This is an optimization exercise on Yosys and OpenROAD, whose aim is small area, a short achievable clock period and few clock cycles per item, not a production implementation. The RTL was checked by simulation tests, not by an equivalence proof against the original design. Power is estimated from default activity; no workload was simulated.

==> flow/design.v <==
`timescale 1ns/10ps
module alu(
    clk,
    reset,
    inA,
    inB,
    opcode,
    result,
    extra_result,
    PStart,
    PDone
    );
    input              clk, reset;
    input      [31:0]  inA, inB;
    input      [2:0]   opcode;
    output     [31:0]  result, extra_result;
    input              PStart;
    output reg         PDone;
    localparam ADD = 3'd0, SUB = 3'd1, OR = 3'd2, AND = 3'd3,
               NOT = 3'd4, MUL = 3'd5, SLL = 3'd6, SRL = 3'd7;
    reg  [3:0]  cnt;         
    reg  [31:0] ar;          
    reg  [4:0]  shr;         
    reg  [2:0]  opr;         
    reg         mulf, subf;
    reg  [5:0]  bctl;        
    reg         neg0;        
    reg  [33:0] acc;         
    reg  [31:0] lo;          
    assign result       = lo;
    assign extra_result = acc[31:0];
    wire c0 = (cnt == 4'd0);
    wire c7 = (cnt == 4'd7);
    wire in_mul   = (opcode == MUL);
    wire in_sub   = (opcode == SUB);
    wire in_not   = (opcode == NOT);
    wire in_logic = (opcode == OR) | (opcode == AND) | in_not;
    always @(posedge clk or posedge reset) begin
        if (reset) begin
            cnt   <= 4'd0;
            PDone <= 1'b0;
        end else begin
            cnt   <= PStart ? cnt + 4'd1 : 4'd0;
            PDone <= PStart & (c0 ? in_logic : mulf ? (cnt == 4'd8) : (cnt == 4'd1));
        end
    end
    function [5:0] booth2;
        input [4:0] w;
        begin
            booth2[0] = w[1] ^ w[0];
            booth2[1] = (w[2] & ~w[1] & ~w[0]) | (~w[2] & w[1] & w[0]);
            booth2[2] = w[2];
            booth2[3] = w[3] ^ w[2];
            booth2[4] = (w[4] & ~w[3] & ~w[2]) | (~w[4] & w[3] & w[2]);
            booth2[5] = w[4];
        end
    endfunction
    always @(posedge clk) begin
        ar   <= inA;
        shr  <= inB[4:0];
        opr  <= opcode;
        mulf <= in_mul;
        subf <= in_sub;
        if (c0) begin
            bctl <= in_mul ? booth2({inB[4:1], 1'b0}) : 6'd0;
            neg0 <= in_mul ? inB[2] : in_sub;
        end else begin
            bctl <= mulf ? booth2({lo[8] & ~c7, lo[7:4]}) : 6'd0;
            neg0 <= mulf ? lo[6] : subf;
        end
    end
    wire one0 = bctl[0], two0 = bctl[1];
    wire one1 = bctl[3], two1 = bctl[4], n1 = bctl[5];
    wire [37:0] a1 = {5'd0, ar, 1'b0};
    wire [37:0] a2 = {4'd0, ar, 2'b0};
    wire [37:0] bb = {6'd0, lo & {32{~mulf}}};
    wire [37:0] q0 = (({38{one0}} & a1) | ({38{two0}} & a2) | bb) ^ {38{neg0}};
    wire [34:0] s1 = ({35{one1}} & {3'd0, ar}) | ({35{two1}} & {2'd0, ar, 1'b0});
    wire [37:0] q1 = {s1 ^ {35{n1}}, {3{n1}}};
    wire [37:0] f  = {{4{acc[33]}}, acc};
    wire [37:0] cs = f ^ q0 ^ q1;
    wire [37:0] cc = (f & q0) | (f & q1) | (q0 & q1);
    wire [38:0] tt = {cs, 1'b1} + {cc[36:0], neg0, n1};
    wire [37:0] t  = tt[38:1];
    wire [4:0]  sh  = shr;
    wire [4:0]  rot_amt = opr[0] ? (5'd0 - sh) : sh;
    wire [31:0] r0 = rot_amt[0] ? {ar[30:0], ar[31]}     : ar;
    wire [31:0] r1 = rot_amt[1] ? {r0[29:0], r0[31:30]}  : r0;
    wire [31:0] r2 = rot_amt[2] ? {r1[27:0], r1[31:28]}  : r1;
    wire [31:0] r3 = rot_amt[3] ? {r2[23:0], r2[31:24]}  : r2;
    wire [31:0] rot = rot_amt[4] ? {r3[15:0], r3[31:16]} : r3;
    wire [31:0] mask_l = 32'hffffffff << sh;
    wire [31:0] mask_r = 32'hffffffff >> sh;
    reg [31:0] lo0;
    always @* begin
        case (opcode)
            OR:      lo0 = inA | inB;
            AND:     lo0 = inA & inB;
            NOT:     lo0 = ~inA;
            default: lo0 = inB;
        endcase
    end
    wire [33:0] acc0 = in_not ? {34{1'b1}} :
                       in_logic ? 34'd0 : {2'b00, inA & {32{~in_mul | inB[0]}}};
    reg [31:0] nlo;
    reg [33:0] nacc;
    always @* begin
        case (opr)
            MUL: begin nlo = {t[3:0], lo[31:4]}; nacc = t[37:4];      end
            SLL: begin nlo = rot & mask_l;   nacc = {2'b00, rot & ~mask_l}; end
            SRL: begin nlo = rot & mask_r;   nacc = 34'd0;            end
            SUB: begin nlo = t[31:0];        nacc = {34{t[32]}};      end
            default: begin nlo = t[31:0];    nacc = {33'd0, t[32]};   end
        endcase
    end
    always @(posedge clk) begin
        lo  <= c0 ? lo0 : nlo;
        acc <= c0 ? acc0 : nacc;
    end
endmodule
clock: 16.0 ns
lec_check: 0
abc_area: 1
cap_margin: 20
core_margin: 2
core_utilization: 50
place_density: 0.7
slew_margin: 20
standard.sh (not shown) runs the stock make flow with config.mk's settings and CLKGATE_MAP_FILE= SYNTH_SCRIPT=/design/flow/synth_recipe.tcl, a recipe that flattens the netlist after the stock synthesis.
==> flow/flow/run.sh <==
#!/bin/bash
# The standard layout, with three changes to how it is made (the clock period
# and the constraints are unchanged):
# - timing repair is asked to reach a setup slack of SETUP_SLACK_MARGIN ns;
# - the port buffers are buf_2 cells (the default pick is a slow delay buffer);
# - clock tree synthesis inserts no dummy loads.
set -euo pipefail
cd "$(dirname "$0")/.."
bash standard.sh SETUP_SLACK_MARGIN=11.8 \
  "BUFFER_PORTS_ARGS=-buffer_cell sky130_fd_sc_hd__buf_2" \
  "CTS_ARGS=-sink_clustering_enable -repair_clock_nets -dont_use_dummy_load" \
  finish > standard_flow.log 2>&1
The first run finished with timing, DRC and antenna clean.
Testbench counts at the start, summed over its fixed seeds: cycles 21,722, ops 4,800.
Next try:
--- a/flow/design.v
+++ b/flow/design.v
@@ -101,17 +101,27 @@
         endcase
     end
     wire [33:0] acc0 = in_not ? {34{1'b1}} :
                        in_logic ? 34'd0 : {2'b00, inA & {32{~in_mul | inB[0]}}};
+    wire [31:0] tsx;
+    genvar gi;
+    generate
+        for (gi = 0; gi < 32; gi = gi + 1) begin : g_sx
+            if (gi == 0) begin : g0
+                assign tsx[gi] = t[32];
+            end else begin : gn
+                assign tsx[gi] = t[33 + (gi - 1) % 5];
+            end
+        end
+    endgenerate
     reg [31:0] nlo;
     reg [33:0] nacc;
     always @* begin
         case (opr)
             MUL: begin nlo = {t[3:0], lo[31:4]}; nacc = t[37:4];      end
             SLL: begin nlo = rot & mask_l;   nacc = {2'b00, rot & ~mask_l}; end
             SRL: begin nlo = rot & mask_r;   nacc = 34'd0;            end
-            SUB: begin nlo = t[31:0];        nacc = {34{t[32]}};      end
-            default: begin nlo = t[31:0];    nacc = {33'd0, t[32]};   end
+            default: begin nlo = t[31:0];    nacc = {2'b00, tsx};     end
         endcase
     end
     always @(posedge clk) begin
         lo  <= c0 ? lo0 : nlo;
=> The new run finished clean. Maximum frequency is about the same. Clock skew climbs by 0.0039 ns. Final cell count is higher slightly. Combinational power is lower by a few percent. Power shrinks slightly. Routed wire length went up by a few percent. Core utilization is about the same. Final area came out lower slightly. Die area shrinks slightly. Setup slack is better by 0.013 ns. Global-route usage climbs by 2.3 points. Via count went up slightly. Synthesized cell count goes up slightly. Flip-flop and latch count does not change.
Testbench counts after the change, summed over its fixed seeds: cycles 21,722, ops 4,800.

re-timing with driven ports:
The flow's constraints put no driver on any port. The routed layouts listed below were extracted and timed again, unchanged, in two steps.
Step 1 (the two cells are an assumption about what drives the block):
set clk [get_ports {clk}]
set_driving_cell -lib_cell sky130_fd_sc_hd__clkbuf_16 $clk
set_driving_cell -lib_cell sky130_fd_sc_hd__buf_2 [delete_from_list [all_inputs] $clk]
Step 2 moves the port delays by t, midway between the first and last clock arrival at a register: inputs arrive t later, outputs are due t later. That takes back most of the time a late clock gives input paths.
a / b / c = ideal / step 1 / step 2; a / b = the first two.
run	t, ns	setup WS [ns]	worst setup path after step 2	slew at the worst register clock pin (ns)
the first run	0.470	11.763 / 11.712 / 11.346	input to register	0.07 / 0.07
the second run	0.476	11.776 / 11.722 / 11.335	input to register	0.07 / 0.07
After both steps every run listed still meets setup and hold. For the second run, which loses most, drivers alone change the setup slack by -0.054 ns; drivers and shift together by -0.441 ns.
